From an optimization exercise on the open Yosys and OpenROAD flow, aimed at small area; shortcuts taken in it are not production practice. Function was checked by simulation only, so behaviour that the tests miss may differ from the original. Power and IR drop assume default switching activity.

## dynamic_display_top
module dynamic_display_top(
	input wire sys_clk,
	input wire sys_rst_n,
	input wire stop,
	output wire stcp,
	output wire shcp,
	output reg  ds,
	output wire oe
);
Size in the first run: about 320 cells after synthesis, about 7 I/O pins, about 2800 µm² of cells after synthesis.
==> module dynamic_display_top, before the edit <==
module dynamic_display_top(
	input wire sys_clk,
	input wire sys_rst_n,
	input wire stop,
	output wire stcp,
	output wire shcp,
	output reg  ds,
	output wire oe
);
assign oe = ~sys_rst_n;
reg       stop_deb_n, stopped_n;
reg [3:0] deb_cnt;
reg [3:0] pre_m1;                     
wire      stop_deb = ~stop_deb_n;
wire      run_n = ~stopped_n;
wire deb_hit = (stop != stop_deb) && (deb_cnt == 4'b1000);    
always @(posedge sys_clk or negedge sys_rst_n)
	if (!sys_rst_n) begin
		stop_deb_n <= 1'b0;
		deb_cnt  <= 4'd0;
	end else begin
		if (stop != stop_deb)
			deb_cnt <= {deb_cnt[2:0], deb_cnt[3] ^ deb_cnt[2] ^ (deb_cnt[2:0] == 3'd0)};
		else
			deb_cnt <= 4'd0;
		if (deb_hit)
			stop_deb_n <= ~stop;
	end
always @(posedge sys_clk or negedge sys_rst_n)
	if (!sys_rst_n)
		stopped_n <= 1'b0;
	else if (deb_hit && stop_deb)
		stopped_n <= ~stopped_n;
always @(posedge sys_clk or negedge sys_rst_n)
	if (!sys_rst_n)
		pre_m1 <= 4'd0;
	else if (run_n)
		pre_m1 <= pre_m1 + 1'b1;
wire cnt_flag = (pre_m1 == 4'd13);
reg [3:0] d0, d1, d2, d3, d4, d5;
wire c0 = cnt_flag;
wire c1 = c0 & d0[0] & d0[3];
wire c2 = c1 & d1[0] & d1[3];
wire c3 = c2 & d2[0] & d2[3];
wire c4 = c3 & d3[0] & d3[3];
wire c5 = c4 & d4[0] & d4[3];
function [3:0] binc(input [3:0] q, input c);
	binc = {q[3] ^ (c & q[0] & (q[3] | (q[1] & q[2]))),
	        q[2] ^ (c & q[0] & q[1]),
	        q[1] ^ (c & q[0] & ~q[3]),
	        q[0] ^ c};
endfunction
always @(posedge sys_clk or negedge sys_rst_n)
	if (!sys_rst_n) begin
		d0 <= 4'd0; d1 <= 4'd0; d2 <= 4'd0;
		d3 <= 4'd0; d4 <= 4'd0; d5 <= 4'd0;
	end else begin
		d0 <= binc(d0, c0);
		d1 <= binc(d1, c1);
		d2 <= binc(d2, c2);
		d3 <= binc(d3, c3);
		d4 <= binc(d4, c4);
		d5 <= binc(d5, c5);
	end
reg [5:0] ph_n;                       
wire [5:0] ph = ~ph_n;
reg [2:0] idx_x;                      
wire [2:0] idx = idx_x ^ 3'b110;
reg [2:0] c7;
reg [3:0] cvt_x;                      
wire [3:0] cvt = cvt_x ^ 4'b1010;
wire step4 = (ph[1:0] == 2'd3);
wire step64 = (ph == 6'd63);
always @(posedge sys_clk or negedge sys_rst_n)
	if (!sys_rst_n) begin
		ph_n <= 6'd0;
		idx_x <= 3'd0;
		c7   <= 3'd0;
		cvt_x <= 4'd0;
	end else begin
		ph_n <= ph_n - 1'b1;
		if (step64)
			idx_x <= ((idx[2] & idx[0]) ? 3'd0 : idx + 1'b1) ^ 3'b110;    
		if (ph[2:0] == 3'd3)
			c7 <= (c7[2] & c7[1]) ? 3'd0 : c7 + 1'b1;
		if (step4)
			cvt_x <= ((cvt[3] & cvt[1]) ? 4'd0 : cvt + 1'b1) ^ 4'b1010;
	end
wire started = (idx != 3'd6);
wire snap   = cvt[3] & cvt[1] & ph[1] & ~ph[0];
wire near   = (ph[5:4] == 2'd0);      
wire [2:0] nidx = idx + 3'd1 + {2'd0, ph[5]};
wire [3:0] b3 = (d3 != 4'd0 || d4 != 4'd0 || d5 != 4'd0) ? d3 : 4'd10;
wire [3:0] b4 = (d4 != 4'd0 || d5 != 4'd0) ? d4 : 4'd10;
wire [3:0] b5 = (d5 != 4'd0) ? d5 : 4'd10;
wire [31:0] dv = {d1, d0, b5, b4, b3, d2, d1, d0};
wire [3:0] sdig = dv[nidx*4 +: 4];
reg [3:0] qa, qb, disp;
always @(posedge sys_clk)
	if (snap && !near)
		qa <= sdig;
always @(posedge sys_clk or negedge sys_rst_n)
	if (!sys_rst_n)
		qb <= 4'd0;
	else if (snap && near)
		qb <= sdig;
	else if (step64 && started)
		qb <= qa;
always @(posedge sys_clk or negedge sys_rst_n)
	if (!sys_rst_n)
		disp <= 4'd0;
	else if (step64)
		disp <= qb;
wire [6:0] seg;
assign seg[0] = (~disp[3] & ~disp[2] & ~disp[1] & disp[0]) | (disp[3] & disp[1]) | (disp[2] & ~disp[1] & ~disp[0]);
assign seg[1] = (disp[3] & disp[1]) | (disp[2] & ~disp[1] & disp[0]) | (disp[2] & disp[1] & ~disp[0]);
assign seg[2] = (~disp[2] & disp[1] & ~disp[0]);
assign seg[3] = (~disp[3] & ~disp[2] & ~disp[1] & disp[0]) | (disp[3] & disp[1]) | (disp[2] & ~disp[1] & ~disp[0]) | (disp[2] & disp[1] & disp[0]);
assign seg[4] = (disp[3] & disp[1]) | (disp[2] & ~disp[1]) | (disp[0]);
assign seg[5] = (~disp[3] & ~disp[2] & disp[0]) | (~disp[2] & disp[1]) | (disp[1] & disp[0]);
assign seg[6] = (~disp[3] & ~disp[2] & ~disp[1]) | (disp[3] & disp[1]) | (disp[2] & disp[1] & disp[0]);
wire [15:0] frame = {seg[0], seg[0],
                     seg[0], seg[1], seg[2], seg[3], seg[4], seg[5], seg[6],
                     idx != 3'd2,
                     idx == 3'd5, idx == 3'd4, idx == 3'd3,
                     idx == 3'd2, idx == 3'd1, idx == 3'd0};
wire ds_n = frame[{c7, ~ph[2]}];
always @(posedge sys_clk or negedge sys_rst_n)
	if (!sys_rst_n)
		ds <= 1'b0;
	else if (step4)
		ds <= ds_n;
assign shcp = started & ph[1];
assign stcp = started & step4 & (c7 == 3'd0) & ph[2];
endmodule
==> flow/config.mk <==
export PLATFORM = sky130hd
export DESIGN_NAME = dynamic_display_top
export DESIGN_NICKNAME = dynamic_display_top
export VERILOG_FILES = /design/flow/design.v
export SDC_FILE = /design/flow/constraint.sdc
export NUM_CORES = 4
export LEC_CHECK = 0
export CAP_MARGIN = 20
export CORE_MARGIN = 2
export CORE_UTILIZATION = 40
export SLEW_MARGIN = 20
==> flow/constraint.sdc <==
create_clock -name core_clock -period 10.0 [get_ports {sys_clk}]
set_input_delay 2.0000 -clock core_clock [delete_from_list [all_inputs] [get_ports {sys_clk}]]
set_output_delay 2.0000 -clock core_clock [all_outputs]
set_load 0.01 [all_outputs]
standard.sh (not shown) runs the stock make flow with config.mk's settings and CLKGATE_MAP_FILE= SYNTH_SCRIPT=/design/flow/synth_recipe.tcl, a recipe that flattens the netlist after the stock synthesis.
==> flow/flow/run.sh <==
#!/bin/bash
# Layout flow: the standard flow (standard.sh), with three changes:
#  - synthesis maps with an area-oriented ABC script (flow/abc.script)
#    instead of ORFS's delay-oriented one, and without mapping adders to
#    half/full-adder cells first; everything else in synthesis,
#    including the registers it makes, is unchanged;
#  - clock tree synthesis without dummy loads and with small buffers
#    (flow/cts_args);
#  - ports are buffered with the smallest buffer (buf_1).
# Each step's full output goes to its own log file in this folder.
set -euo pipefail
here=$(pwd)
rm -rf scripts_abc
cp -r "$FLOW_HOME/scripts" scripts_abc
cp flow/abc.script scripts_abc/abc_speed.script
cp flow/abc.script scripts_abc/abc_area.script
SCRIPTS_DIR="$here/scripts_abc" bash standard.sh ADDER_MAP_FILE= synth > synth.log 2>&1
CTS="-sink_clustering_enable -repair_clock_nets -dont_use_dummy_load"
if [[ -f flow/cts_args ]]; then CTS=$(cat flow/cts_args); fi
bash standard.sh "CTS_ARGS=$CTS" "BUFFER_PORTS_ARGS=-buffer_cell sky130_fd_sc_hd__buf_1" finish > layout.log 2>&1
==> flow/flow/abc.script <==
strash
&get -n
&deepsyn -T 60
&put
dch -f
amap
topo
==> flow/flow/cts_args <==
-sink_clustering_enable -repair_clock_nets -dont_use_dummy_load -buf_list sky130_fd_sc_hd__clkbuf_4
Edit:
--- a/flow/design.v
+++ b/flow/design.v
@@ -3,9 +3,9 @@
 	input wire sys_rst_n,
 	input wire stop,
 	output wire stcp,
 	output wire shcp,
-	output reg  ds,
+	output wire ds,
 	output wire oe
 );
 assign oe = ~sys_rst_n;
 reg       stop_deb_n, stopped_n;
@@ -65,52 +65,55 @@
 reg [5:0] ph_n;                       
 wire [5:0] ph = ~ph_n;
 reg [2:0] idx_x;                      
 wire [2:0] idx = idx_x ^ 3'b110;
-reg [2:0] c7;
+reg [2:0] c7_x;                       
+wire [2:0] c7 = c7_x ^ 3'b110;
 reg [3:0] cvt_x;                      
 wire [3:0] cvt = cvt_x ^ 4'b1010;
 wire step4 = (ph[1:0] == 2'd3);
-wire step64 = (ph == 6'd63);
+wire turn = (ph == 6'd3);             
 always @(posedge sys_clk or negedge sys_rst_n)
 	if (!sys_rst_n) begin
 		ph_n <= 6'd0;
 		idx_x <= 3'd0;
-		c7   <= 3'd0;
+		c7_x <= 3'd0;
 		cvt_x <= 4'd0;
 	end else begin
 		ph_n <= ph_n - 1'b1;
-		if (step64)
+		if (turn)
 			idx_x <= ((idx[2] & idx[0]) ? 3'd0 : idx + 1'b1) ^ 3'b110;    
-		if (ph[2:0] == 3'd3)
-			c7 <= (c7[2] & c7[1]) ? 3'd0 : c7 + 1'b1;
+		if (ph[2:0] == 3'd7)
+			c7_x <= ((c7[2] & c7[1]) ? 3'd0 : c7 + 1'b1) ^ 3'b110;
 		if (step4)
 			cvt_x <= ((cvt[3] & cvt[1]) ? 4'd0 : cvt + 1'b1) ^ 4'b1010;
 	end
-wire started = (idx != 3'd6);
+wire first = (idx == 3'd6);           
+wire started = ~(first & (ph == 6'd63));    
 wire snap   = cvt[3] & cvt[1] & ph[1] & ~ph[0];
-wire near   = (ph[5:4] == 2'd0);      
-wire [2:0] nidx = idx + 3'd1 + {2'd0, ph[5]};
+wire q0     = (ph[5:2] == 4'd0);
+wire near   = (ph[5:4] == 2'd0) & ~q0;
+wire [2:0] nidx = idx + 3'd1 + {2'd0, ph[5] | q0};
 wire [3:0] b3 = (d3 != 4'd0 || d4 != 4'd0 || d5 != 4'd0) ? d3 : 4'd10;
 wire [3:0] b4 = (d4 != 4'd0 || d5 != 4'd0) ? d4 : 4'd10;
 wire [3:0] b5 = (d5 != 4'd0) ? d5 : 4'd10;
 wire [31:0] dv = {d1, d0, b5, b4, b3, d2, d1, d0};
 wire [3:0] sdig = dv[nidx*4 +: 4];
 reg [3:0] qa, qb, disp;
 always @(posedge sys_clk)
-	if (snap && !near)
+	if (snap)
 		qa <= sdig;
 always @(posedge sys_clk or negedge sys_rst_n)
 	if (!sys_rst_n)
 		qb <= 4'd0;
 	else if (snap && near)
 		qb <= sdig;
-	else if (step64 && started)
+	else if (turn && !first)
 		qb <= qa;
 always @(posedge sys_clk or negedge sys_rst_n)
 	if (!sys_rst_n)
 		disp <= 4'd0;
-	else if (step64)
+	else if (turn)
 		disp <= qb;
 wire [6:0] seg;
 assign seg[0] = (~disp[3] & ~disp[2] & ~disp[1] & disp[0]) | (disp[3] & disp[1]) | (disp[2] & ~disp[1] & ~disp[0]);
 assign seg[1] = (disp[3] & disp[1]) | (disp[2] & ~disp[1] & disp[0]) | (disp[2] & disp[1] & ~disp[0]);
@@ -123,13 +126,8 @@
                      seg[0], seg[1], seg[2], seg[3], seg[4], seg[5], seg[6],
                      idx != 3'd2,
                      idx == 3'd5, idx == 3'd4, idx == 3'd3,
                      idx == 3'd2, idx == 3'd1, idx == 3'd0};
-wire ds_n = frame[{c7, ~ph[2]}];
-always @(posedge sys_clk or negedge sys_rst_n)
-	if (!sys_rst_n)
-		ds <= 1'b0;
-	else if (step4)
-		ds <= ds_n;
+assign ds = frame[{c7, ph[2]}];
 assign shcp = started & ph[1];
-assign stcp = started & step4 & (c7 == 3'd0) & ph[2];
+assign stcp = started & step4 & (c7 == 3'd6) & ph[2];
 endmodule
The changed run finished clean; routed wire length drops by 4.7%; global-route usage went down by 0.43 points; worst hold slack degrades by 0.011 ns; clock-buffer cell count does not change; cell area barely changes.

---

== north ==
dynamic_display_top, a different RTL version from the one above (not shown whole).
Size: about 330 cells after synthesis, ~63 flip-flops, roughly 7 I/O pins.
==> module dynamic_display_top, before the edit <==
module dynamic_display_top(
	input wire sys_clk,
	input wire sys_rst_n,
	input wire stop,
	output wire stcp,
	output wire shcp,
	output reg  ds,
	output wire oe
);
assign oe = ~sys_rst_n;
reg       stop_deb, run_n;
reg [3:0] deb_cnt;
reg [3:0] pre;
wire deb_hit = (stop != stop_deb) && (deb_cnt == 4'd15);
always @(posedge sys_clk or negedge sys_rst_n)
	if (!sys_rst_n) begin
		stop_deb <= 1'b1;
		deb_cnt  <= 4'd0;
	end else begin
		if (stop != stop_deb)
			deb_cnt <= deb_cnt + 1'b1;
		else
			deb_cnt <= 4'd0;
		if (deb_hit)
			stop_deb <= stop;
	end
always @(posedge sys_clk or negedge sys_rst_n)
	if (!sys_rst_n)
		run_n <= 1'b1;
	else if (deb_hit && stop_deb)
		run_n <= ~run_n;
always @(posedge sys_clk or negedge sys_rst_n)
	if (!sys_rst_n)
		pre <= 4'd1;
	else if (run_n)
		pre <= pre + 1'b1;
wire cnt_flag = (pre == 4'd14);
reg [3:0] d0, d1, d2, d3, d4, d5;
wire c0 = cnt_flag;
wire c1 = c0 & d0[0] & d0[3];
wire c2 = c1 & d1[0] & d1[3];
wire c3 = c2 & d2[0] & d2[3];
wire c4 = c3 & d3[0] & d3[3];
wire c5 = c4 & d4[0] & d4[3];
function [3:0] binc(input [3:0] q, input c);
	binc = {q[3] ^ (c & q[0] & (q[3] | (q[1] & q[2]))),
	        q[2] ^ (c & q[0] & q[1]),
	        q[1] ^ (c & q[0] & ~q[3]),
	        q[0] ^ c};
endfunction
always @(posedge sys_clk or negedge sys_rst_n)
	if (!sys_rst_n) begin
		d0 <= 4'd0; d1 <= 4'd0; d2 <= 4'd0;
		d3 <= 4'd0; d4 <= 4'd0; d5 <= 4'd0;
	end else begin
		d0 <= binc(d0, c0);
		d1 <= binc(d1, c1);
		d2 <= binc(d2, c2);
		d3 <= binc(d3, c3);
		d4 <= binc(d4, c4);
		d5 <= binc(d5, c5);
	end
reg [5:0] ph;
reg [2:0] idx;
reg [2:0] c7;
reg [3:0] cvt;
wire step4 = (ph[1:0] == 2'd3);
wire step64 = (ph == 6'd63);
always @(posedge sys_clk or negedge sys_rst_n)
	if (!sys_rst_n) begin
		ph   <= 6'd63;
		idx  <= 3'd6;
		c7   <= 3'd0;
		cvt  <= 4'd10;
	end else begin
		ph <= ph + 1'b1;
		if (step64)
			idx <= (idx[2] & idx[0]) ? 3'd0 : idx + 1'b1;    
		if (ph[2:0] == 3'd3)
			c7 <= (c7[2] & c7[1]) ? 3'd0 : c7 + 1'b1;
		if (step4)
			cvt <= (cvt[3] & cvt[1]) ? 4'd0 : cvt + 1'b1;
	end
wire started = (idx != 3'd6);
wire snap   = cvt[3] & cvt[1] & ph[1] & ~ph[0];
wire near   = (ph[5:4] == 2'd0);      
wire [2:0] nidx = idx + 3'd1 + {2'd0, ph[5]};
reg  [2:0] sidx;
always @*
	case (nidx)
		3'd7: sidx = 3'd1;
		3'd6: sidx = 3'd0;
		default: sidx = nidx;
	endcase
reg [3:0] sdig;
always @*
	case (sidx)
		3'd0: sdig = d0;
		3'd1: sdig = d1;
		3'd2: sdig = d2;
		3'd3: sdig = (d3 != 4'd0 || d4 != 4'd0 || d5 != 4'd0) ? d3 : 4'd10;
		3'd4: sdig = (d4 != 4'd0 || d5 != 4'd0) ? d4 : 4'd10;
		default: sdig = (d5 != 4'd0) ? d5 : 4'd10;
	endcase
reg [3:0] qa, qb, disp;
always @(posedge sys_clk)
	if (snap && !near)
		qa <= sdig;
always @(posedge sys_clk or negedge sys_rst_n)
	if (!sys_rst_n)
		qb <= 4'd0;
	else if (snap && near)
		qb <= sdig;
	else if (step64 && started)
		qb <= qa;
always @(posedge sys_clk or negedge sys_rst_n)
	if (!sys_rst_n)
		disp <= 4'd0;
	else if (step64)
		disp <= qb;
reg [7:0] seg;
always @*
	case (disp)
		4'd0 : seg = {1'b1,7'b100_0000};
		4'd1 : seg = {1'b1,7'b111_1001};
		4'd2 : seg = {1'b1,7'b010_0100};
		4'd3 : seg = {1'b1,7'b011_0000};
		4'd4 : seg = {1'b1,7'b001_1001};
		4'd5 : seg = {1'b1,7'b001_0010};
		4'd6 : seg = {1'b1,7'b000_0010};
		4'd7 : seg = {1'b1,7'b111_1000};
		4'd8 : seg = {1'b1,7'b000_0000};
		4'd9 : seg = {1'b1,7'b001_0000};
		default: seg = 8'b1111_1111;
	endcase
wire [2:0] bsel = {c7[1:0], ~ph[2]};
reg ds_n;
always @*
	if (c7 < 3'd3)
		ds_n = (idx == bsel);
	else if (c7 == 3'd3 && ph[2])
		ds_n = (idx != 3'd2);
	else
		case ({c7, ~ph[2]})
			4'd7:  ds_n = seg[6];
			4'd8:  ds_n = seg[5];
			4'd9:  ds_n = seg[4];
			4'd10: ds_n = seg[3];
			4'd11: ds_n = seg[2];
			4'd12: ds_n = seg[1];
			default: ds_n = seg[0];
		endcase
always @(posedge sys_clk or negedge sys_rst_n)
	if (!sys_rst_n)
		ds <= 1'b0;
	else if (step4)
		ds <= ds_n;
assign shcp = started & ph[1];
assign stcp = started & step4 & (c7 == 3'd0) & ph[2];
endmodule
==> flow/config.mk <==
export PLATFORM = sky130hd
export DESIGN_NAME = dynamic_display_top
export DESIGN_NICKNAME = dynamic_display_top
export VERILOG_FILES = /design/flow/design.v
export SDC_FILE = /design/flow/constraint.sdc
export NUM_CORES = 4
export LEC_CHECK = 0
export CAP_MARGIN = 20
export CORE_MARGIN = 2
export CORE_UTILIZATION = 40
export SLEW_MARGIN = 20
==> flow/constraint.sdc <==
create_clock -name core_clock -period 10.0 [get_ports {sys_clk}]
set_input_delay 2.0000 -clock core_clock [delete_from_list [all_inputs] [get_ports {sys_clk}]]
set_output_delay 2.0000 -clock core_clock [all_outputs]
set_load 0.01 [all_outputs]
==> flow/flow/run.sh <==
#!/bin/bash
# Layout flow: the standard flow (standard.sh), with two changes:
#  - synthesis maps with an area-oriented ABC script (flow/abc.script)
#    instead of ORFS's delay-oriented one, and without mapping adders to
#    half/full-adder cells first; everything else in synthesis,
#    including the registers it makes, is unchanged;
#  - clock tree synthesis without dummy loads and with small buffers.
# Each step's full output goes to its own log file in this folder.
set -euo pipefail
here=$(pwd)
rm -rf scripts_abc
cp -r "$FLOW_HOME/scripts" scripts_abc
cp flow/abc.script scripts_abc/abc_speed.script
cp flow/abc.script scripts_abc/abc_area.script
SCRIPTS_DIR="$here/scripts_abc" bash standard.sh ADDER_MAP_FILE= synth > synth.log 2>&1
CTS="-sink_clustering_enable -repair_clock_nets -dont_use_dummy_load"
if [[ -f flow/cts_args ]]; then CTS=$(cat flow/cts_args); fi
bash standard.sh "CTS_ARGS=$CTS" "BUFFER_PORTS_ARGS=-buffer_cell sky130_fd_sc_hd__buf_1" finish > layout.log 2>&1
Scripts as last shown in full above: flow/flow/abc.script, flow/flow/cts_args
> inputs changed (north -> south)
diff --git a/flow/design.v b/flow/design.v
--- a/flow/design.v
+++ b/flow/design.v
@@ -75,14 +75,14 @@
 	end else begin
 		ph <= ph + 1'b1;
 		if (step64)
-			idx <= (idx[2] & idx[0]) ? 3'd0 : idx + 1'b1;    
+			idx <= (idx == 3'd5) ? 3'd0 : idx + 1'b1;
 		if (ph[2:0] == 3'd3)
-			c7 <= (c7[2] & c7[1]) ? 3'd0 : c7 + 1'b1;
+			c7 <= (c7 == 3'd6) ? 3'd0 : c7 + 1'b1;
 		if (step4)
-			cvt <= (cvt[3] & cvt[1]) ? 4'd0 : cvt + 1'b1;
+			cvt <= (cvt == 4'd10) ? 4'd0 : cvt + 1'b1;
 	end
 wire started = (idx != 3'd6);
-wire snap   = cvt[3] & cvt[1] & ph[1] & ~ph[0];
+wire snap   = (cvt == 4'd10) && (ph[1:0] == 2'd2);
 wire near   = (ph[5:4] == 2'd0);      
 wire [2:0] nidx = idx + 3'd1 + {2'd0, ph[5]};
 reg  [2:0] sidx;
@@ -98,9 +98,9 @@
 		3'd0: sdig = d0;
 		3'd1: sdig = d1;
 		3'd2: sdig = d2;
-		3'd3: sdig = (d3 != 4'd0 || d4 != 4'd0 || d5 != 4'd0) ? d3 : 4'd10;
-		3'd4: sdig = (d4 != 4'd0 || d5 != 4'd0) ? d4 : 4'd10;
-		default: sdig = (d5 != 4'd0) ? d5 : 4'd10;
+		3'd3: sdig = (d3 != 4'd0 || d4 != 4'd0 || d5 != 4'd0) ? d3 : 4'd11;
+		3'd4: sdig = (d4 != 4'd0 || d5 != 4'd0) ? d4 : 4'd11;
+		default: sdig = (d5 != 4'd0) ? d5 : 4'd11;
 	endcase
 reg [3:0] qa, qb, disp;
 always @(posedge sys_clk)
==> comparison <==
Summary of south over north: post-synthesis instance area climbed 15 µm²; final area increased about 0.5%; die area increased 0.50%; area growth from synthesis to layout neither gained nor lost much.
Note that the total power recorded for north amounts to 0.891 times the value seen in south.
Period utilization delta (north -> south): insignificant
Higher layout cell share with drive strength beyond 1 goes to north over south.

port drivers added, routing unchanged:
The results above use ideal ports. As a check the final layouts listed here were re-extracted and re-timed, cells and wires unchanged.
Step 1: set_driving_cell puts a clkbuf_16 on sys_clk and a buf_2 on each other input, an assumption about the parent block.
Step 2 also shifts input and output timing later by t, the mid clock arrival at the registers, as if the neighbouring blocks saw the same clock.
Slacks: ideal / step 1 / step 2; pairs: ideal / step 1.
run	t (ns)	setup WS [ns]	slew at the worst register clock pin (ns)
the first run of note 1	0.419	5.045 / 5.020 / 5.020	0.10 / 0.10
the second run of note 1	0.398	5.038 / 5.016 / 5.016	0.09 / 0.09
north	0.419	5.028 / 5.003 / 5.003	0.10 / 0.10
south	0.412	5.024 / 5.000 / 5.000	0.11 / 0.11
After both steps every run listed still meets setup and hold.
